Context: an optimization exercise on an open-source flow, tuned for small area and a short achievable clock period. The choices shown serve that exercise and are no tape-out recipe. No functional check of the RTL was part of any run shown here.

<file path="design/flow/run.sh">
#!/bin/bash
# synth_recipe.tcl (not shown) runs the flow's synth.tcl, then flattens the netlist and writes it again
# the make line also repeats each setting of config.mk as NAME=value (left out here)
make -C /OpenROAD-flow-scripts/flow DESIGN_CONFIG=/design/flow/config.mk WORK_HOME=/design/flow/orfs CLKGATE_MAP_FILE= SYNTH_SCRIPT=/design/flow/synth_recipe.tcl finish
</file>
<file path="design/flow/config.mk">
export PLATFORM = sky130hd
export DESIGN_NAME = matrix_accelerator
export DESIGN_NICKNAME = matrix_accelerator
export VERILOG_FILES = /design/flow/design.v
export SDC_FILE = /design/flow/constraint.sdc
export NUM_CORES = 4
export LEC_CHECK = 0
export CAP_MARGIN = 20
export CORE_MARGIN = 2
export CORE_UTILIZATION = 40
export SETUP_SLACK_MARGIN = 3.0
export SLEW_MARGIN = 20
</file>
<file path="design/flow/constraint.sdc">
create_clock -name core_clock -period 8.0 [get_ports {clk}]
set_input_delay 1.6000 -clock core_clock [delete_from_list [all_inputs] [get_ports {clk}]]
set_output_delay 1.6000 -clock core_clock [all_outputs]
set_load 0.01 [all_outputs]
</file>
<file path="design/flow/design.v">
`timescale 1ns / 1ps
module pe #(
    parameter WI = 0,       
    parameter WO = 16,      
    parameter SOUTH = 1     
) (
    input  wire                 clk,
    input  wire                 rst,
    input  wire                 load_weight,
    input  wire                 hold,        
    input  wire [7:0]           in_n,
    input  wire [7:0]           in_m,        
    input  wire [(WI>0?WI:1)-1:0] in_w,
    output wire [7:0]           out_s,
    output reg  [WO-1:0]        out_e
);
    reg  [7:0]    weight_reg;
    wire [WO-1:0] sum;
    wire [WO-1:0] w_ext;
    generate
        if (WI == 0) begin : C0
            assign w_ext = {WO{1'b0}};
            mac_0_16 mac (.a(in_m), .b(weight_reg), .y(sum));
        end else begin : CJ
            assign w_ext = {{(WO-WI){in_w[WI-1]}}, in_w};
            if (WI == 16)
                mac_16_17 mac (.a(in_m), .b(weight_reg), .e(in_w), .y(sum));
            else if (WO == 17)
                mac_17_17 mac (.a(in_m), .b(weight_reg), .e(in_w), .y(sum));
            else
                mac_17_18 mac (.a(in_m), .b(weight_reg), .e(in_w), .y(sum));
        end
    endgenerate
    generate
        if (SOUTH) begin : S
            reg [7:0] q;
            always @(posedge clk or posedge rst)
                if (rst) q <= 8'd0;
                else     q <= in_n;
            assign out_s = q;
        end else begin : NS
            assign out_s = 8'd0;
        end
    endgenerate
    always @(posedge clk)
        if (load_weight) weight_reg <= in_n;
    always @(posedge clk)
        if (rst)       out_e <= {WO{1'b0}};
        else if (hold) out_e <= w_ext;
        else           out_e <= sum;
endmodule
module mac_0_16 (
    input  wire [7:0] a,
    input  wire [7:0] b,
    output wire [15:0] y
);
    wire t0 = a[0] & b[0];
    wire t1 = a[0] & b[1];
    wire t2 = a[0] & b[2];
    wire t3 = a[0] & b[3];
    wire t4 = a[0] & b[4];
    wire t5 = a[0] & b[5];
    wire t6 = a[0] & b[6];
    wire t7 = ~(a[0] & b[7]);
    wire t8 = a[1] & b[0];
    wire t9 = a[1] & b[1];
    wire t10 = a[1] & b[2];
    wire t11 = a[1] & b[3];
    wire t12 = a[1] & b[4];
    wire t13 = a[1] & b[5];
    wire t14 = a[1] & b[6];
    wire t15 = ~(a[1] & b[7]);
    wire t16 = a[2] & b[0];
    wire t17 = a[2] & b[1];
    wire t18 = a[2] & b[2];
    wire t19 = a[2] & b[3];
    wire t20 = a[2] & b[4];
    wire t21 = a[2] & b[5];
    wire t22 = a[2] & b[6];
    wire t23 = ~(a[2] & b[7]);
    wire t24 = a[3] & b[0];
    wire t25 = a[3] & b[1];
    wire t26 = a[3] & b[2];
    wire t27 = a[3] & b[3];
    wire t28 = a[3] & b[4];
    wire t29 = a[3] & b[5];
    wire t30 = a[3] & b[6];
    wire t31 = ~(a[3] & b[7]);
    wire t32 = a[4] & b[0];
    wire t33 = a[4] & b[1];
    wire t34 = a[4] & b[2];
    wire t35 = a[4] & b[3];
    wire t36 = a[4] & b[4];
    wire t37 = a[4] & b[5];
    wire t38 = a[4] & b[6];
    wire t39 = ~(a[4] & b[7]);
    wire t40 = a[5] & b[0];
    wire t41 = a[5] & b[1];
    wire t42 = a[5] & b[2];
    wire t43 = a[5] & b[3];
    wire t44 = a[5] & b[4];
    wire t45 = a[5] & b[5];
    wire t46 = a[5] & b[6];
    wire t47 = ~(a[5] & b[7]);
    wire t48 = a[6] & b[0];
    wire t49 = a[6] & b[1];
    wire t50 = a[6] & b[2];
    wire t51 = a[6] & b[3];
    wire t52 = a[6] & b[4];
    wire t53 = a[6] & b[5];
    wire t54 = a[6] & b[6];
    wire t55 = ~(a[6] & b[7]);
    wire t56 = ~(a[7] & b[0]);
    wire t57 = ~(a[7] & b[1]);
    wire t58 = ~(a[7] & b[2]);
    wire t59 = ~(a[7] & b[3]);
    wire t60 = ~(a[7] & b[4]);
    wire t61 = ~(a[7] & b[5]);
    wire t62 = ~(a[7] & b[6]);
    wire t63 = a[7] & b[7];
    wire t64, t65;
    csa_ha ut64 (.a(t6), .b(t13), .s(t64), .co(t65));
    wire t66, t67;
    csa_fa ut66 (.a(t7), .b(t14), .c(t21), .s(t66), .co(t67));
    wire t68, t69;
    csa_ha ut68 (.a(t28), .b(t35), .s(t68), .co(t69));
    wire t70, t71;
    csa_fa ut70 (.a(t15), .b(t22), .c(t29), .s(t70), .co(t71));
    wire t72, t73;
    csa_fa ut72 (.a(t36), .b(t43), .c(t50), .s(t72), .co(t73));
    wire t74, t75;
    csa_fa ut74 (.a(t23), .b(t30), .c(t37), .s(t74), .co(t75));
    wire t76, t77;
    csa_ha ut76 (.a(t4), .b(t11), .s(t76), .co(t77));
    wire t78, t79;
    csa_fa ut78 (.a(t5), .b(t12), .c(t19), .s(t78), .co(t79));
    wire t80, t81;
    csa_ha ut80 (.a(t26), .b(t33), .s(t80), .co(t81));
    wire t82, t83;
    csa_fa ut82 (.a(t20), .b(t27), .c(t34), .s(t82), .co(t83));
    wire t84, t85;
    csa_fa ut84 (.a(t41), .b(t48), .c(t64), .s(t84), .co(t85));
    wire t86, t87;
    csa_fa ut86 (.a(t42), .b(t49), .c(t56), .s(t86), .co(t87));
    wire t88, t89;
    csa_fa ut88 (.a(t66), .b(t68), .c(t65), .s(t88), .co(t89));
    wire t90 = ~(t57 ^ t70);
    wire t91 = t57 | t70;
    wire t92, t93;
    csa_fa ut92 (.a(t72), .b(t67), .c(t69), .s(t92), .co(t93));
    wire t94, t95;
    csa_fa ut94 (.a(t44), .b(t51), .c(t58), .s(t94), .co(t95));
    wire t96, t97;
    csa_fa ut96 (.a(t74), .b(t71), .c(t73), .s(t96), .co(t97));
    wire t98, t99;
    csa_fa ut98 (.a(t31), .b(t38), .c(t45), .s(t98), .co(t99));
    wire t100, t101;
    csa_fa ut100 (.a(t52), .b(t59), .c(t75), .s(t100), .co(t101));
    wire t102, t103;
    csa_fa ut102 (.a(t39), .b(t46), .c(t53), .s(t102), .co(t103));
    wire t104, t105;
    csa_ha ut104 (.a(t3), .b(t10), .s(t104), .co(t105));
    wire t106, t107;
    csa_fa ut106 (.a(t18), .b(t25), .c(t32), .s(t106), .co(t107));
    wire t108, t109;
    csa_fa ut108 (.a(t40), .b(t78), .c(t80), .s(t108), .co(t109));
    wire t110, t111;
    csa_fa ut110 (.a(t82), .b(t84), .c(t79), .s(t110), .co(t111));
    wire t112, t113;
    csa_fa ut112 (.a(t86), .b(t88), .c(t83), .s(t112), .co(t113));
    wire t114, t115;
    csa_fa ut114 (.a(t90), .b(t92), .c(t87), .s(t114), .co(t115));
    wire t116, t117;
    csa_fa ut116 (.a(t94), .b(t96), .c(t91), .s(t116), .co(t117));
    wire t118, t119;
    csa_fa ut118 (.a(t98), .b(t100), .c(t95), .s(t118), .co(t119));
    wire t120, t121;
    csa_fa ut120 (.a(t60), .b(t102), .c(t99), .s(t120), .co(t121));
    wire t122, t123;
    csa_fa ut122 (.a(t47), .b(t54), .c(t61), .s(t122), .co(t123));
    wire t124, t125;
    csa_ha ut124 (.a(t2), .b(t9), .s(t124), .co(t125));
    wire t126, t127;
    csa_fa ut126 (.a(t17), .b(t24), .c(t104), .s(t126), .co(t127));
    wire t128, t129;
    csa_fa ut128 (.a(t76), .b(t106), .c(t105), .s(t128), .co(t129));
    wire t130, t131;
    csa_fa ut130 (.a(t77), .b(t108), .c(t107), .s(t130), .co(t131));
    wire t132, t133;
    csa_fa ut132 (.a(t81), .b(t110), .c(t109), .s(t132), .co(t133));
    wire t134, t135;
    csa_fa ut134 (.a(t85), .b(t112), .c(t111), .s(t134), .co(t135));
    wire t136, t137;
    csa_fa ut136 (.a(t89), .b(t114), .c(t113), .s(t136), .co(t137));
    wire t138, t139;
    csa_fa ut138 (.a(t93), .b(t116), .c(t115), .s(t138), .co(t139));
    wire t140, t141;
    csa_fa ut140 (.a(t97), .b(t118), .c(t117), .s(t140), .co(t141));
    wire t142, t143;
    csa_fa ut142 (.a(t101), .b(t120), .c(t119), .s(t142), .co(t143));
    wire t144, t145;
    csa_fa ut144 (.a(t103), .b(t122), .c(t121), .s(t144), .co(t145));
    wire t146, t147;
    csa_fa ut146 (.a(t55), .b(t62), .c(t123), .s(t146), .co(t147));
    wire [15:0] ra = {1'b1, t63, t146, t144, t142, t140, t138, t136, t134, t132, t130, t128, t126, t16, t1, t0};
    wire [15:0] rb = {1'b0, t147, t145, t143, t141, t139, t137, t135, t133, t131, t129, t127, t125, t124, t8, 1'b0};
    assign y = ra + rb;
endmodule
module mac_16_17 (
    input  wire [7:0] a,
    input  wire [7:0] b,
    input  wire [15:0] e,
    output wire [16:0] y
);
    wire t0 = a[0] & b[0];
    wire t1 = a[0] & b[1];
    wire t2 = a[0] & b[2];
    wire t3 = a[0] & b[3];
    wire t4 = a[0] & b[4];
    wire t5 = a[0] & b[5];
    wire t6 = a[0] & b[6];
    wire t7 = ~(a[0] & b[7]);
    wire t8 = a[1] & b[0];
    wire t9 = a[1] & b[1];
    wire t10 = a[1] & b[2];
    wire t11 = a[1] & b[3];
    wire t12 = a[1] & b[4];
    wire t13 = a[1] & b[5];
    wire t14 = a[1] & b[6];
    wire t15 = ~(a[1] & b[7]);
    wire t16 = a[2] & b[0];
    wire t17 = a[2] & b[1];
    wire t18 = a[2] & b[2];
    wire t19 = a[2] & b[3];
    wire t20 = a[2] & b[4];
    wire t21 = a[2] & b[5];
    wire t22 = a[2] & b[6];
    wire t23 = ~(a[2] & b[7]);
    wire t24 = a[3] & b[0];
    wire t25 = a[3] & b[1];
    wire t26 = a[3] & b[2];
    wire t27 = a[3] & b[3];
    wire t28 = a[3] & b[4];
    wire t29 = a[3] & b[5];
    wire t30 = a[3] & b[6];
    wire t31 = ~(a[3] & b[7]);
    wire t32 = a[4] & b[0];
    wire t33 = a[4] & b[1];
    wire t34 = a[4] & b[2];
    wire t35 = a[4] & b[3];
    wire t36 = a[4] & b[4];
    wire t37 = a[4] & b[5];
    wire t38 = a[4] & b[6];
    wire t39 = ~(a[4] & b[7]);
    wire t40 = a[5] & b[0];
    wire t41 = a[5] & b[1];
    wire t42 = a[5] & b[2];
    wire t43 = a[5] & b[3];
    wire t44 = a[5] & b[4];
    wire t45 = a[5] & b[5];
    wire t46 = a[5] & b[6];
    wire t47 = ~(a[5] & b[7]);
    wire t48 = a[6] & b[0];
    wire t49 = a[6] & b[1];
    wire t50 = a[6] & b[2];
    wire t51 = a[6] & b[3];
    wire t52 = a[6] & b[4];
    wire t53 = a[6] & b[5];
    wire t54 = a[6] & b[6];
    wire t55 = ~(a[6] & b[7]);
    wire t56 = ~(a[7] & b[0]);
    wire t57 = ~(a[7] & b[1]);
    wire t58 = ~(a[7] & b[2]);
    wire t59 = ~(a[7] & b[3]);
    wire t60 = ~(a[7] & b[4]);
    wire t61 = ~(a[7] & b[5]);
    wire t62 = ~(a[7] & b[6]);
    wire t63 = a[7] & b[7];
    wire t64 = ~e[15];
    wire t65, t66;
    csa_ha ut65 (.a(t5), .b(t12), .s(t65), .co(t66));
    wire t67, t68;
    csa_fa ut67 (.a(t6), .b(t13), .c(t20), .s(t67), .co(t68));
    wire t69, t70;
    csa_ha ut69 (.a(t27), .b(t34), .s(t69), .co(t70));
    wire t71, t72;
    csa_fa ut71 (.a(t7), .b(t14), .c(t21), .s(t71), .co(t72));
    wire t73, t74;
    csa_fa ut73 (.a(t28), .b(t35), .c(t42), .s(t73), .co(t74));
    wire t75, t76;
    csa_ha ut75 (.a(t49), .b(t56), .s(t75), .co(t76));
    wire t77, t78;
    csa_fa ut77 (.a(t15), .b(t22), .c(t29), .s(t77), .co(t78));
    wire t79, t80;
    csa_fa ut79 (.a(t36), .b(t43), .c(t50), .s(t79), .co(t80));
    wire t81 = ~(t57 ^ e[8]);
    wire t82 = t57 | e[8];
    wire t83, t84;
    csa_fa ut83 (.a(t23), .b(t30), .c(t37), .s(t83), .co(t84));
    wire t85, t86;
    csa_fa ut85 (.a(t44), .b(t51), .c(t58), .s(t85), .co(t86));
    wire t87, t88;
    csa_fa ut87 (.a(t31), .b(t38), .c(t45), .s(t87), .co(t88));
    wire t89, t90;
    csa_ha ut89 (.a(t3), .b(t10), .s(t89), .co(t90));
    wire t91, t92;
    csa_fa ut91 (.a(t4), .b(t11), .c(t18), .s(t91), .co(t92));
    wire t93, t94;
    csa_ha ut93 (.a(t25), .b(t32), .s(t93), .co(t94));
    wire t95, t96;
    csa_fa ut95 (.a(t19), .b(t26), .c(t33), .s(t95), .co(t96));
    wire t97, t98;
    csa_fa ut97 (.a(t40), .b(e[5]), .c(t65), .s(t97), .co(t98));
    wire t99, t100;
    csa_fa ut99 (.a(t41), .b(t48), .c(e[6]), .s(t99), .co(t100));
    wire t101, t102;
    csa_fa ut101 (.a(t67), .b(t69), .c(t66), .s(t101), .co(t102));
    wire t103, t104;
    csa_fa ut103 (.a(e[7]), .b(t71), .c(t73), .s(t103), .co(t104));
    wire t105, t106;
    csa_fa ut105 (.a(t75), .b(t68), .c(t70), .s(t105), .co(t106));
    wire t107, t108;
    csa_fa ut107 (.a(t77), .b(t79), .c(t81), .s(t107), .co(t108));
    wire t109, t110;
    csa_fa ut109 (.a(t72), .b(t74), .c(t76), .s(t109), .co(t110));
    wire t111, t112;
    csa_fa ut111 (.a(e[9]), .b(t83), .c(t85), .s(t111), .co(t112));
    wire t113, t114;
    csa_fa ut113 (.a(t78), .b(t80), .c(t82), .s(t113), .co(t114));
    wire t115, t116;
    csa_fa ut115 (.a(t52), .b(t59), .c(e[10]), .s(t115), .co(t116));
    wire t117, t118;
    csa_fa ut117 (.a(t87), .b(t84), .c(t86), .s(t117), .co(t118));
    wire t119, t120;
    csa_fa ut119 (.a(t39), .b(t46), .c(t53), .s(t119), .co(t120));
    wire t121, t122;
    csa_fa ut121 (.a(t60), .b(e[11]), .c(t88), .s(t121), .co(t122));
    wire t123, t124;
    csa_fa ut123 (.a(t47), .b(t54), .c(t61), .s(t123), .co(t124));
    wire t125, t126;
    csa_ha ut125 (.a(t2), .b(t9), .s(t125), .co(t126));
    wire t127, t128;
    csa_fa ut127 (.a(t17), .b(t24), .c(e[3]), .s(t127), .co(t128));
    wire t129, t130;
    csa_fa ut129 (.a(e[4]), .b(t91), .c(t93), .s(t129), .co(t130));
    wire t131, t132;
    csa_fa ut131 (.a(t95), .b(t97), .c(t92), .s(t131), .co(t132));
    wire t133, t134;
    csa_fa ut133 (.a(t99), .b(t101), .c(t96), .s(t133), .co(t134));
    wire t135, t136;
    csa_fa ut135 (.a(t103), .b(t105), .c(t100), .s(t135), .co(t136));
    wire t137, t138;
    csa_fa ut137 (.a(t107), .b(t109), .c(t104), .s(t137), .co(t138));
    wire t139, t140;
    csa_fa ut139 (.a(t111), .b(t113), .c(t108), .s(t139), .co(t140));
    wire t141, t142;
    csa_fa ut141 (.a(t115), .b(t117), .c(t112), .s(t141), .co(t142));
    wire t143, t144;
    csa_fa ut143 (.a(t119), .b(t121), .c(t116), .s(t143), .co(t144));
    wire t145, t146;
    csa_fa ut145 (.a(e[12]), .b(t123), .c(t120), .s(t145), .co(t146));
    wire t147, t148;
    csa_fa ut147 (.a(t55), .b(t62), .c(e[13]), .s(t147), .co(t148));
    wire t149, t150;
    csa_ha ut149 (.a(t1), .b(t8), .s(t149), .co(t150));
    wire t151, t152;
    csa_fa ut151 (.a(t16), .b(e[2]), .c(t125), .s(t151), .co(t152));
    wire t153, t154;
    csa_fa ut153 (.a(t89), .b(t127), .c(t126), .s(t153), .co(t154));
    wire t155, t156;
    csa_fa ut155 (.a(t90), .b(t129), .c(t128), .s(t155), .co(t156));
    wire t157, t158;
    csa_fa ut157 (.a(t94), .b(t131), .c(t130), .s(t157), .co(t158));
    wire t159, t160;
    csa_fa ut159 (.a(t98), .b(t133), .c(t132), .s(t159), .co(t160));
    wire t161, t162;
    csa_fa ut161 (.a(t102), .b(t135), .c(t134), .s(t161), .co(t162));
    wire t163, t164;
    csa_fa ut163 (.a(t106), .b(t137), .c(t136), .s(t163), .co(t164));
    wire t165, t166;
    csa_fa ut165 (.a(t110), .b(t139), .c(t138), .s(t165), .co(t166));
    wire t167, t168;
    csa_fa ut167 (.a(t114), .b(t141), .c(t140), .s(t167), .co(t168));
    wire t169, t170;
    csa_fa ut169 (.a(t118), .b(t143), .c(t142), .s(t169), .co(t170));
    wire t171, t172;
    csa_fa ut171 (.a(t122), .b(t145), .c(t144), .s(t171), .co(t172));
    wire t173, t174;
    csa_fa ut173 (.a(t124), .b(t147), .c(t146), .s(t173), .co(t174));
    wire t175, t176;
    csa_fa ut175 (.a(t63), .b(e[14]), .c(t148), .s(t175), .co(t176));
    wire [16:0] ra = {1'b1, t64, t175, t173, t171, t169, t167, t165, t163, t161, t159, t157, t155, t153, t151, e[1], t0};
    wire [16:0] rb = {1'b0, t176, t174, t172, t170, t168, t166, t164, t162, t160, t158, t156, t154, t152, t150, t149, e[0]};
    assign y = ra + rb;
endmodule
module mac_17_17 (
    input  wire [7:0] a,
    input  wire [7:0] b,
    input  wire [16:0] e,
    output wire [16:0] y
);
    wire t0 = a[0] & b[0];
    wire t1 = a[0] & b[1];
    wire t2 = a[0] & b[2];
    wire t3 = a[0] & b[3];
    wire t4 = a[0] & b[4];
    wire t5 = a[0] & b[5];
    wire t6 = a[0] & b[6];
    wire t7 = ~(a[0] & b[7]);
    wire t8 = a[1] & b[0];
    wire t9 = a[1] & b[1];
    wire t10 = a[1] & b[2];
    wire t11 = a[1] & b[3];
    wire t12 = a[1] & b[4];
    wire t13 = a[1] & b[5];
    wire t14 = a[1] & b[6];
    wire t15 = ~(a[1] & b[7]);
    wire t16 = a[2] & b[0];
    wire t17 = a[2] & b[1];
    wire t18 = a[2] & b[2];
    wire t19 = a[2] & b[3];
    wire t20 = a[2] & b[4];
    wire t21 = a[2] & b[5];
    wire t22 = a[2] & b[6];
    wire t23 = ~(a[2] & b[7]);
    wire t24 = a[3] & b[0];
    wire t25 = a[3] & b[1];
    wire t26 = a[3] & b[2];
    wire t27 = a[3] & b[3];
    wire t28 = a[3] & b[4];
    wire t29 = a[3] & b[5];
    wire t30 = a[3] & b[6];
    wire t31 = ~(a[3] & b[7]);
    wire t32 = a[4] & b[0];
    wire t33 = a[4] & b[1];
    wire t34 = a[4] & b[2];
    wire t35 = a[4] & b[3];
    wire t36 = a[4] & b[4];
    wire t37 = a[4] & b[5];
    wire t38 = a[4] & b[6];
    wire t39 = ~(a[4] & b[7]);
    wire t40 = a[5] & b[0];
    wire t41 = a[5] & b[1];
    wire t42 = a[5] & b[2];
    wire t43 = a[5] & b[3];
    wire t44 = a[5] & b[4];
    wire t45 = a[5] & b[5];
    wire t46 = a[5] & b[6];
    wire t47 = ~(a[5] & b[7]);
    wire t48 = a[6] & b[0];
    wire t49 = a[6] & b[1];
    wire t50 = a[6] & b[2];
    wire t51 = a[6] & b[3];
    wire t52 = a[6] & b[4];
    wire t53 = a[6] & b[5];
    wire t54 = a[6] & b[6];
    wire t55 = ~(a[6] & b[7]);
    wire t56 = ~(a[7] & b[0]);
    wire t57 = ~(a[7] & b[1]);
    wire t58 = ~(a[7] & b[2]);
    wire t59 = ~(a[7] & b[3]);
    wire t60 = ~(a[7] & b[4]);
    wire t61 = ~(a[7] & b[5]);
    wire t62 = ~(a[7] & b[6]);
    wire t63 = a[7] & b[7];
    wire t64 = ~e[16];
    wire t65, t66;
    csa_ha ut65 (.a(t5), .b(t12), .s(t65), .co(t66));
    wire t67, t68;
    csa_fa ut67 (.a(t6), .b(t13), .c(t20), .s(t67), .co(t68));
    wire t69, t70;
    csa_ha ut69 (.a(t27), .b(t34), .s(t69), .co(t70));
    wire t71, t72;
    csa_fa ut71 (.a(t7), .b(t14), .c(t21), .s(t71), .co(t72));
    wire t73, t74;
    csa_fa ut73 (.a(t28), .b(t35), .c(t42), .s(t73), .co(t74));
    wire t75, t76;
    csa_ha ut75 (.a(t49), .b(t56), .s(t75), .co(t76));
    wire t77, t78;
    csa_fa ut77 (.a(t15), .b(t22), .c(t29), .s(t77), .co(t78));
    wire t79, t80;
    csa_fa ut79 (.a(t36), .b(t43), .c(t50), .s(t79), .co(t80));
    wire t81 = ~(t57 ^ e[8]);
    wire t82 = t57 | e[8];
    wire t83, t84;
    csa_fa ut83 (.a(t23), .b(t30), .c(t37), .s(t83), .co(t84));
    wire t85, t86;
    csa_fa ut85 (.a(t44), .b(t51), .c(t58), .s(t85), .co(t86));
    wire t87, t88;
    csa_fa ut87 (.a(t31), .b(t38), .c(t45), .s(t87), .co(t88));
    wire t89, t90;
    csa_ha ut89 (.a(t3), .b(t10), .s(t89), .co(t90));
    wire t91, t92;
    csa_fa ut91 (.a(t4), .b(t11), .c(t18), .s(t91), .co(t92));
    wire t93, t94;
    csa_ha ut93 (.a(t25), .b(t32), .s(t93), .co(t94));
    wire t95, t96;
    csa_fa ut95 (.a(t19), .b(t26), .c(t33), .s(t95), .co(t96));
    wire t97, t98;
    csa_fa ut97 (.a(t40), .b(e[5]), .c(t65), .s(t97), .co(t98));
    wire t99, t100;
    csa_fa ut99 (.a(t41), .b(t48), .c(e[6]), .s(t99), .co(t100));
    wire t101, t102;
    csa_fa ut101 (.a(t67), .b(t69), .c(t66), .s(t101), .co(t102));
    wire t103, t104;
    csa_fa ut103 (.a(e[7]), .b(t71), .c(t73), .s(t103), .co(t104));
    wire t105, t106;
    csa_fa ut105 (.a(t75), .b(t68), .c(t70), .s(t105), .co(t106));
    wire t107, t108;
    csa_fa ut107 (.a(t77), .b(t79), .c(t81), .s(t107), .co(t108));
    wire t109, t110;
    csa_fa ut109 (.a(t72), .b(t74), .c(t76), .s(t109), .co(t110));
    wire t111, t112;
    csa_fa ut111 (.a(e[9]), .b(t83), .c(t85), .s(t111), .co(t112));
    wire t113, t114;
    csa_fa ut113 (.a(t78), .b(t80), .c(t82), .s(t113), .co(t114));
    wire t115, t116;
    csa_fa ut115 (.a(t52), .b(t59), .c(e[10]), .s(t115), .co(t116));
    wire t117, t118;
    csa_fa ut117 (.a(t87), .b(t84), .c(t86), .s(t117), .co(t118));
    wire t119, t120;
    csa_fa ut119 (.a(t39), .b(t46), .c(t53), .s(t119), .co(t120));
    wire t121, t122;
    csa_fa ut121 (.a(t60), .b(e[11]), .c(t88), .s(t121), .co(t122));
    wire t123, t124;
    csa_fa ut123 (.a(t47), .b(t54), .c(t61), .s(t123), .co(t124));
    wire t125, t126;
    csa_ha ut125 (.a(t2), .b(t9), .s(t125), .co(t126));
    wire t127, t128;
    csa_fa ut127 (.a(t17), .b(t24), .c(e[3]), .s(t127), .co(t128));
    wire t129, t130;
    csa_fa ut129 (.a(e[4]), .b(t91), .c(t93), .s(t129), .co(t130));
    wire t131, t132;
    csa_fa ut131 (.a(t95), .b(t97), .c(t92), .s(t131), .co(t132));
    wire t133, t134;
    csa_fa ut133 (.a(t99), .b(t101), .c(t96), .s(t133), .co(t134));
    wire t135, t136;
    csa_fa ut135 (.a(t103), .b(t105), .c(t100), .s(t135), .co(t136));
    wire t137, t138;
    csa_fa ut137 (.a(t107), .b(t109), .c(t104), .s(t137), .co(t138));
    wire t139, t140;
    csa_fa ut139 (.a(t111), .b(t113), .c(t108), .s(t139), .co(t140));
    wire t141, t142;
    csa_fa ut141 (.a(t115), .b(t117), .c(t112), .s(t141), .co(t142));
    wire t143, t144;
    csa_fa ut143 (.a(t119), .b(t121), .c(t116), .s(t143), .co(t144));
    wire t145, t146;
    csa_fa ut145 (.a(e[12]), .b(t123), .c(t120), .s(t145), .co(t146));
    wire t147, t148;
    csa_fa ut147 (.a(t55), .b(t62), .c(e[13]), .s(t147), .co(t148));
    wire t149, t150;
    csa_ha ut149 (.a(t1), .b(t8), .s(t149), .co(t150));
    wire t151, t152;
    csa_fa ut151 (.a(t16), .b(e[2]), .c(t125), .s(t151), .co(t152));
    wire t153, t154;
    csa_fa ut153 (.a(t89), .b(t127), .c(t126), .s(t153), .co(t154));
    wire t155, t156;
    csa_fa ut155 (.a(t90), .b(t129), .c(t128), .s(t155), .co(t156));
    wire t157, t158;
    csa_fa ut157 (.a(t94), .b(t131), .c(t130), .s(t157), .co(t158));
    wire t159, t160;
    csa_fa ut159 (.a(t98), .b(t133), .c(t132), .s(t159), .co(t160));
    wire t161, t162;
    csa_fa ut161 (.a(t102), .b(t135), .c(t134), .s(t161), .co(t162));
    wire t163, t164;
    csa_fa ut163 (.a(t106), .b(t137), .c(t136), .s(t163), .co(t164));
    wire t165, t166;
    csa_fa ut165 (.a(t110), .b(t139), .c(t138), .s(t165), .co(t166));
    wire t167, t168;
    csa_fa ut167 (.a(t114), .b(t141), .c(t140), .s(t167), .co(t168));
    wire t169, t170;
    csa_fa ut169 (.a(t118), .b(t143), .c(t142), .s(t169), .co(t170));
    wire t171, t172;
    csa_fa ut171 (.a(t122), .b(t145), .c(t144), .s(t171), .co(t172));
    wire t173, t174;
    csa_fa ut173 (.a(t124), .b(t147), .c(t146), .s(t173), .co(t174));
    wire t175, t176;
    csa_fa ut175 (.a(t63), .b(e[14]), .c(t148), .s(t175), .co(t176));
    wire t177 = ~e[15];
    wire [16:0] ra = {t64, t177, t175, t173, t171, t169, t167, t165, t163, t161, t159, t157, t155, t153, t151, e[1], t0};
    wire [16:0] rb = {e[15], t176, t174, t172, t170, t168, t166, t164, t162, t160, t158, t156, t154, t152, t150, t149, e[0]};
    assign y = ra + rb;
endmodule
module mac_17_18 (
    input  wire [7:0] a,
    input  wire [7:0] b,
    input  wire [16:0] e,
    output wire [17:0] y
);
    wire t0 = a[0] & b[0];
    wire t1 = a[0] & b[1];
    wire t2 = a[0] & b[2];
    wire t3 = a[0] & b[3];
    wire t4 = a[0] & b[4];
    wire t5 = a[0] & b[5];
    wire t6 = a[0] & b[6];
    wire t7 = ~(a[0] & b[7]);
    wire t8 = a[1] & b[0];
    wire t9 = a[1] & b[1];
    wire t10 = a[1] & b[2];
    wire t11 = a[1] & b[3];
    wire t12 = a[1] & b[4];
    wire t13 = a[1] & b[5];
    wire t14 = a[1] & b[6];
    wire t15 = ~(a[1] & b[7]);
    wire t16 = a[2] & b[0];
    wire t17 = a[2] & b[1];
    wire t18 = a[2] & b[2];
    wire t19 = a[2] & b[3];
    wire t20 = a[2] & b[4];
    wire t21 = a[2] & b[5];
    wire t22 = a[2] & b[6];
    wire t23 = ~(a[2] & b[7]);
    wire t24 = a[3] & b[0];
    wire t25 = a[3] & b[1];
    wire t26 = a[3] & b[2];
    wire t27 = a[3] & b[3];
    wire t28 = a[3] & b[4];
    wire t29 = a[3] & b[5];
    wire t30 = a[3] & b[6];
    wire t31 = ~(a[3] & b[7]);
    wire t32 = a[4] & b[0];
    wire t33 = a[4] & b[1];
    wire t34 = a[4] & b[2];
    wire t35 = a[4] & b[3];
    wire t36 = a[4] & b[4];
    wire t37 = a[4] & b[5];
    wire t38 = a[4] & b[6];
    wire t39 = ~(a[4] & b[7]);
    wire t40 = a[5] & b[0];
    wire t41 = a[5] & b[1];
    wire t42 = a[5] & b[2];
    wire t43 = a[5] & b[3];
    wire t44 = a[5] & b[4];
    wire t45 = a[5] & b[5];
    wire t46 = a[5] & b[6];
    wire t47 = ~(a[5] & b[7]);
    wire t48 = a[6] & b[0];
    wire t49 = a[6] & b[1];
    wire t50 = a[6] & b[2];
    wire t51 = a[6] & b[3];
    wire t52 = a[6] & b[4];
    wire t53 = a[6] & b[5];
    wire t54 = a[6] & b[6];
    wire t55 = ~(a[6] & b[7]);
    wire t56 = ~(a[7] & b[0]);
    wire t57 = ~(a[7] & b[1]);
    wire t58 = ~(a[7] & b[2]);
    wire t59 = ~(a[7] & b[3]);
    wire t60 = ~(a[7] & b[4]);
    wire t61 = ~(a[7] & b[5]);
    wire t62 = ~(a[7] & b[6]);
    wire t63 = a[7] & b[7];
    wire t64 = ~e[16];
    wire t65, t66;
    csa_ha ut65 (.a(t5), .b(t12), .s(t65), .co(t66));
    wire t67, t68;
    csa_fa ut67 (.a(t6), .b(t13), .c(t20), .s(t67), .co(t68));
    wire t69, t70;
    csa_ha ut69 (.a(t27), .b(t34), .s(t69), .co(t70));
    wire t71, t72;
    csa_fa ut71 (.a(t7), .b(t14), .c(t21), .s(t71), .co(t72));
    wire t73, t74;
    csa_fa ut73 (.a(t28), .b(t35), .c(t42), .s(t73), .co(t74));
    wire t75, t76;
    csa_ha ut75 (.a(t49), .b(t56), .s(t75), .co(t76));
    wire t77, t78;
    csa_fa ut77 (.a(t15), .b(t22), .c(t29), .s(t77), .co(t78));
    wire t79, t80;
    csa_fa ut79 (.a(t36), .b(t43), .c(t50), .s(t79), .co(t80));
    wire t81 = ~(t57 ^ e[8]);
    wire t82 = t57 | e[8];
    wire t83, t84;
    csa_fa ut83 (.a(t23), .b(t30), .c(t37), .s(t83), .co(t84));
    wire t85, t86;
    csa_fa ut85 (.a(t44), .b(t51), .c(t58), .s(t85), .co(t86));
    wire t87, t88;
    csa_fa ut87 (.a(t31), .b(t38), .c(t45), .s(t87), .co(t88));
    wire t89, t90;
    csa_ha ut89 (.a(t3), .b(t10), .s(t89), .co(t90));
    wire t91, t92;
    csa_fa ut91 (.a(t4), .b(t11), .c(t18), .s(t91), .co(t92));
    wire t93, t94;
    csa_ha ut93 (.a(t25), .b(t32), .s(t93), .co(t94));
    wire t95, t96;
    csa_fa ut95 (.a(t19), .b(t26), .c(t33), .s(t95), .co(t96));
    wire t97, t98;
    csa_fa ut97 (.a(t40), .b(e[5]), .c(t65), .s(t97), .co(t98));
    wire t99, t100;
    csa_fa ut99 (.a(t41), .b(t48), .c(e[6]), .s(t99), .co(t100));
    wire t101, t102;
    csa_fa ut101 (.a(t67), .b(t69), .c(t66), .s(t101), .co(t102));
    wire t103, t104;
    csa_fa ut103 (.a(e[7]), .b(t71), .c(t73), .s(t103), .co(t104));
    wire t105, t106;
    csa_fa ut105 (.a(t75), .b(t68), .c(t70), .s(t105), .co(t106));
    wire t107, t108;
    csa_fa ut107 (.a(t77), .b(t79), .c(t81), .s(t107), .co(t108));
    wire t109, t110;
    csa_fa ut109 (.a(t72), .b(t74), .c(t76), .s(t109), .co(t110));
    wire t111, t112;
    csa_fa ut111 (.a(e[9]), .b(t83), .c(t85), .s(t111), .co(t112));
    wire t113, t114;
    csa_fa ut113 (.a(t78), .b(t80), .c(t82), .s(t113), .co(t114));
    wire t115, t116;
    csa_fa ut115 (.a(t52), .b(t59), .c(e[10]), .s(t115), .co(t116));
    wire t117, t118;
    csa_fa ut117 (.a(t87), .b(t84), .c(t86), .s(t117), .co(t118));
    wire t119, t120;
    csa_fa ut119 (.a(t39), .b(t46), .c(t53), .s(t119), .co(t120));
    wire t121, t122;
    csa_fa ut121 (.a(t60), .b(e[11]), .c(t88), .s(t121), .co(t122));
    wire t123, t124;
    csa_fa ut123 (.a(t47), .b(t54), .c(t61), .s(t123), .co(t124));
    wire t125, t126;
    csa_ha ut125 (.a(t2), .b(t9), .s(t125), .co(t126));
    wire t127, t128;
    csa_fa ut127 (.a(t17), .b(t24), .c(e[3]), .s(t127), .co(t128));
    wire t129, t130;
    csa_fa ut129 (.a(e[4]), .b(t91), .c(t93), .s(t129), .co(t130));
    wire t131, t132;
    csa_fa ut131 (.a(t95), .b(t97), .c(t92), .s(t131), .co(t132));
    wire t133, t134;
    csa_fa ut133 (.a(t99), .b(t101), .c(t96), .s(t133), .co(t134));
    wire t135, t136;
    csa_fa ut135 (.a(t103), .b(t105), .c(t100), .s(t135), .co(t136));
    wire t137, t138;
    csa_fa ut137 (.a(t107), .b(t109), .c(t104), .s(t137), .co(t138));
    wire t139, t140;
    csa_fa ut139 (.a(t111), .b(t113), .c(t108), .s(t139), .co(t140));
    wire t141, t142;
    csa_fa ut141 (.a(t115), .b(t117), .c(t112), .s(t141), .co(t142));
    wire t143, t144;
    csa_fa ut143 (.a(t119), .b(t121), .c(t116), .s(t143), .co(t144));
    wire t145, t146;
    csa_fa ut145 (.a(e[12]), .b(t123), .c(t120), .s(t145), .co(t146));
    wire t147, t148;
    csa_fa ut147 (.a(t55), .b(t62), .c(e[13]), .s(t147), .co(t148));
    wire t149, t150;
    csa_ha ut149 (.a(t1), .b(t8), .s(t149), .co(t150));
    wire t151, t152;
    csa_fa ut151 (.a(t16), .b(e[2]), .c(t125), .s(t151), .co(t152));
    wire t153, t154;
    csa_fa ut153 (.a(t89), .b(t127), .c(t126), .s(t153), .co(t154));
    wire t155, t156;
    csa_fa ut155 (.a(t90), .b(t129), .c(t128), .s(t155), .co(t156));
    wire t157, t158;
    csa_fa ut157 (.a(t94), .b(t131), .c(t130), .s(t157), .co(t158));
    wire t159, t160;
    csa_fa ut159 (.a(t98), .b(t133), .c(t132), .s(t159), .co(t160));
    wire t161, t162;
    csa_fa ut161 (.a(t102), .b(t135), .c(t134), .s(t161), .co(t162));
    wire t163, t164;
    csa_fa ut163 (.a(t106), .b(t137), .c(t136), .s(t163), .co(t164));
    wire t165, t166;
    csa_fa ut165 (.a(t110), .b(t139), .c(t138), .s(t165), .co(t166));
    wire t167, t168;
    csa_fa ut167 (.a(t114), .b(t141), .c(t140), .s(t167), .co(t168));
    wire t169, t170;
    csa_fa ut169 (.a(t118), .b(t143), .c(t142), .s(t169), .co(t170));
    wire t171, t172;
    csa_fa ut171 (.a(t122), .b(t145), .c(t144), .s(t171), .co(t172));
    wire t173, t174;
    csa_fa ut173 (.a(t124), .b(t147), .c(t146), .s(t173), .co(t174));
    wire t175, t176;
    csa_fa ut175 (.a(t63), .b(e[14]), .c(t148), .s(t175), .co(t176));
    wire t177 = ~e[15];
    wire [17:0] ra = {1'b1, t64, t177, t175, t173, t171, t169, t167, t165, t163, t161, t159, t157, t155, t153, t151, e[1], t0};
    wire [17:0] rb = {1'b0, e[15], t176, t174, t172, t170, t168, t166, t164, t162, t160, t158, t156, t154, t152, t150, t149, e[0]};
    assign y = ra + rb;
endmodule
module csa_fa (input wire a, input wire b, input wire c, output wire s, output wire co);
    assign s  = a ^ b ^ c;
    assign co = (a & b) | (a & c) | (b & c);
endmodule
module csa_ha (input wire a, input wire b, output wire s, output wire co);
    assign s  = a ^ b;
    assign co = a & b;
endmodule
`timescale 1ns / 1ps
module skew_buffer(
    input  wire        clk,
    input  wire        rst,
    input  wire [31:0] raw_input,
    output wire [31:0] skewed_output
);
    reg [7:0] d1_1;
    reg [7:0] d2_1, d2_2;
    reg [7:0] d3_1, d3_2, d3_3;
    always @(posedge clk or posedge rst) begin
        if (rst) begin
            d1_1 <= 0;
            d2_1 <= 0; d2_2 <= 0;
            d3_1 <= 0; d3_2 <= 0; d3_3 <= 0;
        end else begin
            d1_1 <= raw_input[15:8];
            d2_1 <= raw_input[23:16];
            d2_2 <= d2_1;
            d3_1 <= raw_input[31:24];
            d3_2 <= d3_1;
            d3_3 <= d3_2;
        end
    end
    assign skewed_output = {d3_3, d2_2, d1_1, raw_input[7:0]};
endmodule
`timescale 1ns / 1ps
module systolic_array(
    input  wire        clk,
    input  wire        rst,
    input  wire        load_weight,
    input  wire        hold,
    input  wire [31:0] in_n,
    input  wire [31:0] in_m,        
    output wire [95:0] out_e
);
    genvar i, j;
    generate
        for (i = 0; i < 4; i = i + 1) begin : ROW
            wire [7:0]  n0, n1, n2, n3;
            wire [7:0]  m0, m1, m2, m3;
            wire [15:0] e0;
            wire [16:0] e1, e2;
            wire [17:0] e3;
            wire [7:0]  s0, s1, s2, s3;
            if (i == 0) begin : TOP
                assign {n3, n2, n1, n0} = in_n;
                assign {m3, m2, m1, m0} = in_m;
            end else begin : BELOW
                assign {n3, n2, n1, n0} = {ROW[i-1].s3, ROW[i-1].s2, ROW[i-1].s1, ROW[i-1].s0};
                assign {m3, m2, m1, m0} = {n3, n2, n1, n0};
            end
            pe #(.WI(0),  .WO(16), .SOUTH(i < 3)) c0 (clk, rst, load_weight, hold, n0, m0, 1'b0, s0, e0);
            pe #(.WI(16), .WO(17), .SOUTH(i < 3)) c1 (clk, rst, load_weight, hold, n1, m1, e0,   s1, e1);
            pe #(.WI(17), .WO(17), .SOUTH(i < 3)) c2 (clk, rst, load_weight, hold, n2, m2, e1,   s2, e2);
            pe #(.WI(17), .WO(18), .SOUTH(i < 3)) c3 (clk, rst, load_weight, hold, n3, m3, e2,   s3, e3);
            assign out_e[24*i +: 24] = {{6{e3[17]}}, e3};
        end
    endgenerate
endmodule
`timescale 1ns / 1ps
module matrix_accelerator(
    input  wire        clk,
    input  wire        rst,
    input  wire        load_weight,
    input  wire [31:0] activation_in,
    output wire [95:0] result_out
);
    wire [31:0] skewed;
    skew_buffer skew_unit (
        .clk(clk),
        .rst(rst),
        .raw_input(activation_in),
        .skewed_output(skewed)
    );
    reg valid;
    always @(posedge clk or posedge rst)
        if (rst)              valid <= 1'b0;
        else if (load_weight) valid <= 1'b1;
    wire [31:0] in_n = {load_weight ? activation_in[31:8] : skewed[31:8],
                        activation_in[7:0]};
    systolic_array array_core (
        .clk(clk),
        .rst(rst),
        .load_weight(load_weight),
        .hold(load_weight | ~valid),
        .in_n(in_n),
        .in_m(skewed),   
        .out_e(result_out)
    );
endmodule
</file>
==> qor.txt, run 1 <==
status = complete, no violations
Mapped Nets = 6428
CP Max Fanout = 9
Worst path max stage delay = 520 ps
EDFF count, synth = 128
CP most frequent cell = fa_1
I/O pins = 131
kind of critical path = reg -> reg
hold_ws = 329 ps
post-synthesis sequential area ratio = 25.3%
Layout fillers = 12.2k
Final Max Tran Viols = 0
Post-Synthesis Cells = 5285
cts bufs inserted = 68
Syn Area/Cell = 9.66 µm²
die width = 361 µm
RSZ-0062 raised after global routing = true
CTS root buffer = clkbuf_16
H-Tree Level Count = 3
Netlist Area Pre-Place = 0.0511 mm²
Routed WL per cell = 17.1 µm
max frequency = 0.206 GHz
drt drc = 0
register with the most flip-flops = array_core.ROW.c3.out_e
Worst Clk Skew = 34.0 ps
Placeable Area = 0.127 mm²
Clk Latency, worst-skew pair = 670 ps
CTS sink count = 545
Inst Count DP = 6957
CTS tree = built
# Max-Cap Violations = 0
Clock Tree Buf Depth = 3
Final Instance Count excl. Fillers = 7124
WP buf/inv = 3
drt total wl = 121 mm
final setup vio count = 0
crit-path cells = and2_4 > fa_1 > inv_1 > fa_1 > inv_1 > fa_1 > inv_1 > fa_1 > ha_4 > a21o_1 > a21oi_1 > nor2b_1 > a311o_2 > a31o_1 > or4_1 > a41oi_2
row count = 131
ys flop type = dfxtp_1
Via-to-Cell Ratio = 5.00
pre-CTS setup slack = 1980 ps
pin count of the biggest net entering global routing = 115
detailed placement HPWL = 93.8 mm
Final Critical Period = 4850 ps
number of global-route vias before repair = 37.0k
Crit-path slowest cell = fa_1
Hold Crit Class = reg -> reg
synth top area cells = fa_1, dfxtp_1, ha_1, edfxtp_1, dfrtp_1
Final nets = 6549
crit start category = flip-flop
CP required = 8580 ps
Clock Pin Slew Worst Setup and Hold Paths = 60 ps
endpoint class of the critical path = flip-flop
Routed Antenna Nets = 0
1st-iter DRT viols = 2023
share of layout cells above drive strength 1 = 5.46%
post-synth cell types = 89
hold_buf cts = 0
Seq cells post-synth = 545
Largest regs = array_core.ROW.c3.out_e: 72 flops, array_core.ROW.c1.out_e: 68 flops, array_core.ROW.c2.out_e: 68 flops
Synth Warn # = 10
grt ovf = 0
hold path depth = 0
GRT Total Usage = 19.0%
min setup slack post-route = 3150 ps
Final TNS setup = 0 ps
Worst-Margin Slew = 786 ps
R2R depth = 16
worst reg-to-reg setup slack = 3150 ps
ys async rst share = 26.6%
initial antenna violation count = 4
first-pass GRT wire length = 200 mm
final hold viol count = 0
Pre-Repair DR Iteration Count = 6
initial cell density of the core = 40.1%
Rel. slew slack = 47.6%
Worst EP arrival = 5420 ps
Yosys top cell area share = 28.7%
GPL Wtd Cong = 0.878
vias = 35.6k
hold path startpoint = skew_unit.d2_1[0]$_DFF_PP0_
RR Startpoint = skew_unit.d1_1[0]$_DFF_PP0_
max FFs per register = 72
RR Endpoint = array_core.ROW[0].c1.out_e[15]$_SDFF_PP0_
die area = 0.131 mm²
Worst path top cell family by delay = adder cells
cell taking the most area after synthesis = fa_1
Layout Area Growth over Synthesis = 11.3%
Port Buffers = 130
Final Cycle Share = 60.6%
Min-Delay Endpoint = skew_unit.d2_2[0]$_DFF_PP0_
Die H = 361 µm
## area by class of cell
cell class / count / area [µm²] / share of cell area [%]
Tap cell: 1662 / 2080 / 3.66
Multi-Input combinational cell: 3793 / 34700 / 61.1
Timing Repair Buffer: 189 / 1730 / 3.05
Clock inverter: 35 / 405 / 0.713
Inverter: 809 / 3040 / 5.36
Antenna cell: 1 / 2.50 / 0.00440
Sequential cell: 545 / 13000 / 22.8
Clock buffer: 90 / 1920 / 3.37
## worst reg2reg max path, stage by stage, from the launching register on
cell,delay [ps]
dfrtp_1,480
and2_4,220
fa_1,520
inv_1,50
fa_1,520
inv_1,50
fa_1,520
inv_1,50
fa_1,440
ha_4,290
a21o_1,180
a21oi_1,140
nor2b_1,60
a311o_2,390
a31o_1,220
or4_1,420
a41oi_2,210
## stage by stage
stage	instance area (µm²)	utilization, %
after global routing	56800	44.7
final	56800	44.7
after global placement	54000	42.5
after detailed placement	54000	42.5
after floorplan	51100	-
after CTS	56400	44.4
## what timing repair did
| item | CTS | global route |
|---|---|---|
| gates resized for setup | 20 | 87 |
| endpoints found under the hold margin | 0 | 0 |
| pin swaps | 1 | 14 |
| setup buffers | 6 | 35 |
| endpoints found under the setup margin | 9 | 35 |
| gates cloned | 0 | 0 |
## how the worst max path moves through the flow
stage	cells after the start	start	slack (ps)	to
after detailed placement	16	activation_in[4]	1980	array_core.ROW[0].c0.out_e[12]$_SDFF_PP0_
final	16	skew_unit.d1_1[0]$_DFF_PP0_	3150	array_core.ROW[0].c1.out_e[15]$_SDFF_PP0_
after global routing	17	activation_in[1]	2970	array_core.ROW[0].c0.out_e[12]$_SDFF_PP0_
after CTS	16	activation_in[4]	3000	array_core.ROW[0].c0.out_e[12]$_SDFF_PP0_
after floorplan	16	activation_in[0]	3000	array_core.ROW[0].c0.out_e[12]$_SDFF_PP0_
after global placement	17	activation_in[2]	2060	array_core.ROW[0].c0.out_e[12]$_SDFF_PP0_
## logic make-up (layout without fill, tap and decap cells)
kind of cell,Yosys count,count (layout),synth area share (%)
AO/OA/AOI/OAI,775,775,9.69
flip-flops,545,545,25.3
multiplexers,30,30,0.649
buffers and inverters,947,1123,7.22
adder cells (fa/ha/maj),1108,1108,37.9
XOR/XNOR,168,168,2.88
AND/OR/NAND/NOR,1712,1712,16.3
other,0,1,0
## placed cells by master, fill, tap and decap left out, drive strengths merged, types with 8 or more instances in the layout
cell type,netlist,layout
o21ai,152,152
clkbuf,100,95
a21oi,260,260
or3,23,23
o21a,26,26
inv,809,814
o31ai,16,16
edfxtp,128,128
xnor2,91,91
a31oi,26,26
buf,38,63
nor2b,23,23
ha,376,376
or4,8,8
nand3,40,40
nor3,39,39
a41oi,8,8
and2,531,531
nor2,148,148
a211o,8,8
a211oi,49,49
fa,732,732
dfrtp,145,145
a21o,93,93
clkdlybuf4s50,0,120
nand2b,16,16
a221oi,8,8
a311oi,9,9
a2111oi,9,9
o211ai,13,13
o21bai,35,35
clkinv,0,21
mux2,25,25
and3,31,31
nand2,797,797
dfxtp,272,272
nor3b,13,13
xor2,77,77
## cell usage after synthesis (26+ instances only)
cell type / number
ha_1: 376
xor2_1: 77
dfrtp_1: 145
o21a_1: 26
a31oi_1: 26
nand3_1: 40
o21ai_0: 128
nor3_1: 39
fa_1: 732
nand2_1: 797
o21bai_1: 35
nor2_1: 148
a21oi_1: 258
inv_1: 809
a21o_1: 90
clkbuf_1: 96
xnor2_1: 91
a211oi_1: 48
and2_1: 530
edfxtp_1: 128
dfxtp_1: 272
and3_1: 30
## metal layers
metal	part of all wire, %	global-route usage (%)	up-vias
li1	-	-	17100
met1	48	27.1	17600
met2	45	30.0	683
met3	4.4	2.70	154
met4	2.2	5.51	4
met5	0.024	0	-
==> run 2, diff against run 1 <==
--- a/design/flow/config.mk
+++ b/design/flow/config.mk
@@ -11,2 +11,4 @@
 export SETUP_SLACK_MARGIN = 3.0
 export SLEW_MARGIN = 20
+export SYNTH_HIERARCHICAL = 1
+export SYNTH_MINIMUM_KEEP_SIZE = 0
==> run 2 against run 1 <==
Against the previous run:
- still clean
- clock skew shrank 9.1 ps
- sequential share of layout area is essentially flat
- critical path type is now in -> reg
==> qor.txt, run 2 <==
Synth Warn # = 16 (+6)
area of the multi-input gates = 0.0376 mm² (+8.4%)
# Max-Cap Violations = 0 (unchanged)
row count = 132 (+0.76%)
RSZ-0062 raised after global routing = false
detailed placement HPWL = 90.5 mm (-3.5%)
max frequency = 0.210 GHz (+2.0%)
Final TNS setup = 0 ps (unchanged)
commonest non-fill, non-tap cell in the layout = and2_1
final setup vio count = 0 (unchanged)
hold path depth = 0 (unchanged)
Netlist Area Pre-Place = 0.0521 mm² (+2.1%)
Worst Clk Skew = 25.0 ps (-9.05 ps)
Final nets = 5957 (-9.0%)
1st-iter DRT viols = 1656 (-18%)
die area = 0.133 mm² (+2.0%)
I/O pins = 131 (unchanged)
crit-path cells = clkdlybuf4s50_1 > nand2_1 > fa_1 > fa_1 > fa_1 > ha_1 > a21oi_2 > o21ai_2 > or3_1 > mux2i_1 > nor2_1 > nor3b_2
max FFs per register = 72 (unchanged)
pin count of the biggest net entering global routing = 181 (+57%)
register with the most flip-flops = array_core.ROW.c3.out_e
Syn Area/Cell = 11.0 µm² (+14%)
CTS root buffer = clkbuf_16
CP most frequent cell = fa_1
register area = 0.0129 mm² (-0.28%)
GRT Total Usage = 18.0% (-0.96 points)
Mapped Nets = 5887 (-8.4%)
Clock Pin Slew Worst Setup and Hold Paths = 60 ps (about the same)
grt ovf = 0 (unchanged)
Final Critical Period = 4750 ps (-93.9 ps)
cts bufs inserted = 68 (unchanged)
number of global-route vias before repair = 36.2k (-2.3%)
kind of critical path = in -> reg
GPL Wtd Cong = 0.852 (-2.9%)
die width = 365 µm (+1.0%)
final hold viol count = 0 (unchanged)
Rel. slew slack = 38.2% (-9.4 points)
initial antenna violation count = 1 (-3)
Crit-path slowest cell = clkdlybuf4s50_1
leading cell types in the layout, fill and taps excluded = and2_1, fa_1, ha_1
CTS sink count = 545 (unchanged)
Port Buffers = 130 (unchanged)
Worst-Margin Slew = 927 ps (+141 ps)
Worst path top cell family by delay = adder cells
vias = 34.0k (-4.6%)
Pre-Repair DR Iteration Count = 5 (-1)
Worst path max stage delay = 720 ps (+200 ps)
share of layout cells above drive strength 1 = 5.53% (+0.071 points)
Largest regs = array_core.ROW.c3.out_e: 72 flops, array_core.ROW.c1.out_e: 68 flops, array_core.ROW.c2.out_e: 68 flops
CP required = 8500 ps (-80 ps)
drt drc = 0 (unchanged)
Routed Antenna Nets = 0 (unchanged)
Final Core Density = 43.9% (-0.77 points)
crit start category = primary input
drt total wl = 116 mm (-4.8%)
Final Cycle Share = 59.4% (-1.2 points)
Post-Synthesis Cells = 4744 (-10%)
Routed WL per cell = 17.5 µm (+2.6%)
H-Tree Level Count = 3 (unchanged)
Die H = 365 µm (+1.0%)
R2R depth = 13 (-3)
Final Max Tran Viols = 0 (unchanged)
Placeable Area = 0.129 mm² (+1.7%)
Ant. Diodes = 0 (-1)
initial cell density of the core = 40.3% (+0.15 points)
Hold Crit Class = reg -> reg
count of cells resized by post-cts repair = 7 (-65%)
Via-to-Cell Ratio = 5.14 (+2.8%)
Post-CTS Setup Bufs = 0 (-6)
WP buf/inv = 1 (-2)
status = complete, no violations
Clk Latency, worst-skew pair = 650 ps (-20 ps)
CP Max Fanout = 10 (+1)
endpoint class of the critical path = flip-flop
CTS tree = built
hold_buf cts = 0 (unchanged)
Layout Area Growth over Synthesis = 9.01%
Worst EP arrival = 5250 ps (-170 ps)
Clock Tree Buf Depth = 3 (unchanged)
Stages on worst setup path = 12 (-4)
first-pass GRT wire length = 194 mm (-3.2%)
Layout fillers = 12.2k (+0.22%)
run 2: worst reg2reg max path, cell delays in order, from the launching register on:
cell and delay [ps]:
dfrtp_1 560, and2_1 250, fa_1 510, fa_1 580
fa_1 450, fa_1 480, ha_1 370, a21oi_1 230
o21ai_0 110, a21oi_1 260, nand2_1 120, a221oi_1 290
nand2b_1 90, a21oi_1 320
run 2: per-layer routing:
metal	GRT usage, %	wire length [µm]
met5	0	18
met3	2.63	3850
met2	29.5	54200
met1	25.1	55100
met4	4.22	2450
run 2: final timing paths:
kind / startpoint / endpoint / slack [ps]
max in group asynchronous: rst / skew_unit.d1_1[4]$_DFF_PP0_ / 5390
min in group asynchronous: rst / array_core.ROW[0].c1.S.q[5]$_DFF_PP0_ / 1290
setup / recovery: activation_in[7] / array_core.ROW[0].c0.out_e[12]$_SDFF_PP0_ / 3250
hold reg to reg: skew_unit.d2_1[5]$_DFF_PP0_ / skew_unit.d2_2[5]$_DFF_PP0_ / 340
setup reg to reg: array_core.ROW[0].c3.S.q[0]$_DFF_PP0_ / array_core.ROW[1].c3.out_e[17]$_SDFF_PP0_ / 3270
hold / removal: skew_unit.d2_1[5]$_DFF_PP0_ / skew_unit.d2_2[5]$_DFF_PP0_ / 340
run 2: cell type report:
cell class,count,area share [%]
flip-flops and latches,545,22.7
clock buffers,85,3.29
repair buffers,135,2.40
well taps,1742,3.84
multi-input cells,3934,66.2
inverters,130,0.859
clock inverters,37,0.619
run 2: per-stage QoR:
stage                     hold slack (ps)  worst slack [ps]  instance area, µm²  cells
final                                 340              3250               56800   6608
after global routing                  348              3010               56800   6608
after CTS                             344              3090               56800   6608
after detailed placement              335              2120               54600   6486
after global placement                332              2170               54600   6486
after floorplan                       331              2930               52200   4744
==> run 3, diff against run 2 <==
--- a/design/flow/config.mk
+++ b/design/flow/config.mk
@@ -9,5 +9,5 @@
 export CORE_MARGIN = 2
 export CORE_UTILIZATION = 40
-export SETUP_SLACK_MARGIN = 3.0
+export SETUP_SLACK_MARGIN = 4.5
 export SLEW_MARGIN = 20
 export SYNTH_HIERARCHICAL = 1
==> run 3 against run 2 <==
Against the previous run:
- die area unchanged
- flip-flop and latch count unchanged
- worst hold slack improved by 6.3 ps
- still clean
- worst setup slack improved by 260 ps
- clock skew increased by 15 ps
- register-to-register slack improved by 420 ps
- design area increased by 17%
- clock-buffer cell count increased by 8
- area after synthesis unchanged
==> qor.txt, run 3 <==
status = complete, no violations
worst reg-to-reg setup slack = 3690 ps (+420 ps)
max frequency = 0.223 GHz (+5.7%)
met1 Use GR = 26.7% (+1.6 points)
Final Critical Period = 4490 ps (-257 ps)
final setup vio count = 0 (unchanged)
Pre-Repair DR Iteration Count = 7 (+2)
Mapped Nets = 5887 (unchanged)
Final Cycle Share = 56.2% (-3.2 points)
Final Instance Count excl. Fillers = 7116 (+7.7%)
grt ovf = 0 (unchanged)
vias = 36.3k (+6.8%)
endpoint class of the critical path = flip-flop
Die H = 365 µm (unchanged)
Routed Antenna Nets = 0 (unchanged)
crit path to = array_core.ROW[0].c0.out_e[12]$_SDFF_PP0_
Post-Synthesis Cells = 4744 (unchanged)
CP Launch Point = activation_in[4]
Layout fillers = 11.2k (-7.8%)
initial antenna violation count = 1 (unchanged)
Syn Area/Cell = 11.0 µm² (unchanged)
max FFs per register = 72 (unchanged)
Hold Crit Class = reg -> reg
GPL Wtd Cong = 0.846 (-0.70%)
commonest non-fill, non-tap cell in the layout = fa_1
hold_buf cts = 0 (unchanged)
CTS sink count = 545 (unchanged)
Clock Pin Slew Worst Setup and Hold Paths = 60 ps (about the same)
H-Tree Level Count = 3 (unchanged)
register with the most flip-flops = array_core.ROW.c3.out_e
Inst Count DP = 6488 (+0.031%)
Synth Warn # = 16 (unchanged)
number of global-route vias before repair = 38.5k (+6.5%)
Placeable Area = 0.129 mm² (unchanged)
I/O pins = 131 (unchanged)
Final nets = 6461 (+8.5%)
Final Max Tran Viols = 0 (unchanged)
CTS tree = built
cts bufs inserted = 68 (unchanged)
kind of critical path = in -> reg
met2 Use GR = 31.6% (+2.1 points)
Worst-Margin Slew = 921 ps (-6.03 ps)
die width = 365 µm (unchanged)
Clk Latency, worst-skew pair = 670 ps (+20 ps)
Via-to-Cell Ratio = 5.10 (-0.79%)
initial cell density of the core = 40.3% (unchanged)
drt drc = 0 (unchanged)
Netlist Area Pre-Place = 0.0521 mm² (unchanged)
drt total wl = 126 mm (+8.9%)
share of layout cells above drive strength 1 = 31.3% (+26 points)
die area = 0.133 mm² (unchanged)
CTS root buffer = clkbuf_16
RSZ-0062 raised after global routing = true
GRT busiest layer = met2
leading cell types in the layout, fill and taps excluded = fa_1, and2_1, buf_4
first-pass GRT wire length = 206 mm (+6.2%)
Layout Area Growth over Synthesis = 27.7%
Rel. slew slack = 38.6% (+0.40 points)
R2R depth = 14 (+1)
register area = 0.0131 mm² (+1.1%)
Final TNS setup = 0 ps (unchanged)
RR Startpoint = array_core.ROW[0].c2.weight_reg[6]$_DFFE_PP_
Worst Clk Skew = 40.1 ps (+15.1 ps)
Largest regs = array_core.ROW.c3.out_e: 72 flops, array_core.ROW.c1.out_e: 68 flops, array_core.ROW.c2.out_e: 68 flops
RR Endpoint = array_core.ROW[0].c2.out_e[12]$_SDFF_PP0_
Routed WL per cell = 17.7 µm (+1.2%)
final hold viol count = 0 (unchanged)
GRT Total Usage = 19.1% (+1.1 points)
detailed placement HPWL = 93.0 mm (+2.7%)
1st-iter DRT viols = 1605 (-3.1%)
CP required = 8510 ps (about the same)
area of the multi-input gates = 0.0427 mm² (+13%)
Worst EP arrival = 5010 ps (-240 ps)
GR Util met3 = 2.27% (-0.36 points)
CP Max Fanout = 5 (-5)
Port Buffers = 130 (unchanged)
Clock Tree Buf Depth = 3 (unchanged)
# Max-Cap Violations = 0 (unchanged)
row count = 132 (unchanged)
crit start category = primary input
pin count of the biggest net entering global routing = 163 (-9.9%)
==> run 3: worst min path at each step <==
stage                                      startpoint                     endpoint  slack (ps)  depth (start not counted)
after CTS                 skew_unit.d2_1[0]$_DFF_PP0_  skew_unit.d2_2[0]$_DFF_PP0_         350                          0
after detailed placement  skew_unit.d3_2[0]$_DFF_PP0_  skew_unit.d3_3[0]$_DFF_PP0_         340                          0
final                     skew_unit.d2_1[0]$_DFF_PP0_  skew_unit.d2_2[0]$_DFF_PP0_         350                          0
after global routing      skew_unit.d2_1[3]$_DFF_PP0_  skew_unit.d2_2[3]$_DFF_PP0_         350                          0
after global placement    skew_unit.d3_2[0]$_DFF_PP0_  skew_unit.d3_3[0]$_DFF_PP0_         330                          0
after floorplan           skew_unit.d2_1[0]$_DFF_PP0_  skew_unit.d2_2[0]$_DFF_PP0_         330                          0
==> run 3: routing by layer <==
layer | vias to the layer above | routed length [µm]
li1 | 17200 | -
met1 | 18400 | 59100
met2 | 529 | 60600
met3 | 146 | 3900
met4 | 2 | 2290
met5 | - | 10
==> run 3: metrics by stage <==
stage | setup WS (ps) | hold WS, ps | utilization [%] | cell area (µm²)
2_1_floorplan | 2940 | 331 | - | 54800
3_3_place_gp | 2160 | 334 | 44.1 | 57100
3_5_place_dp | 2080 | 336 | 44.1 | 57100
4_1_cts | 3510 | 348 | 49.6 | 64200
5_1_grt | 3460 | 353 | 51.5 | 66500
6_report | 3510 | 346 | 51.5 | 66500
==> run 3: cell type report <==
class,count,area share (%)
Clock inverter,32,0.617
Antenna cell,1,0.00376
Multi-Input combinational cell,3934,64.1
Inverter,130,0.745
Tap cell,1742,3.28
Timing Repair Buffer,639,8.64
Clock buffer,93,2.96
Sequential cell,545,19.6
==> run 3: repair_timing <==
item | in CTS | in global routing
endpoints found under the setup margin | 190 | 190
resized for setup | 534 | 306
buffers inserted | 378 | 124
pin swaps | 465 | 345
==> run 3: critical path: stages <==
cell and delay (ps):
buf_12 110, and2_4 150, fa_2 540, fa_1 450
fa_1 520, fa_1 450, ha_4 260, a21oi_4 160
o21ai_4 90, or3_1 320, mux2i_1 170, nor2_1 50
nor3b_2 140

## what the ideal ports hide
In the flow no input, the clock included, has a driving cell. The finished layouts below were timed again as built, in two steps.
Step 1 sets driving cells, clkbuf_16 on the clock port and buf_2 on the other inputs (assumed; they add their load-dependent delay and slew).
Step 2 moves the port delays by t, midway between the first and last clock arrival at a register: inputs arrive t later, outputs are due t later. That takes back most of the time a late clock gives input paths.
a / b / c = no drivers / after step 1 / after step 2; a / b = the first two.
run	t, ns	slack for setup (ns)	clock arrival spread, ns
run 1	0.728	3.155 / 3.155 / 2.499	0.041 / 0.041
run 2	0.714	3.249 / 3.273 / 2.585	0.027 / 0.026
run 3	0.717	3.506 / 3.529 / 2.812	0.046 / 0.046
After both steps setup and hold are still met in every run listed. The setup slack of run 3, which loses most, moves by +0.023 ns with the drivers and by -0.694 ns with both steps.
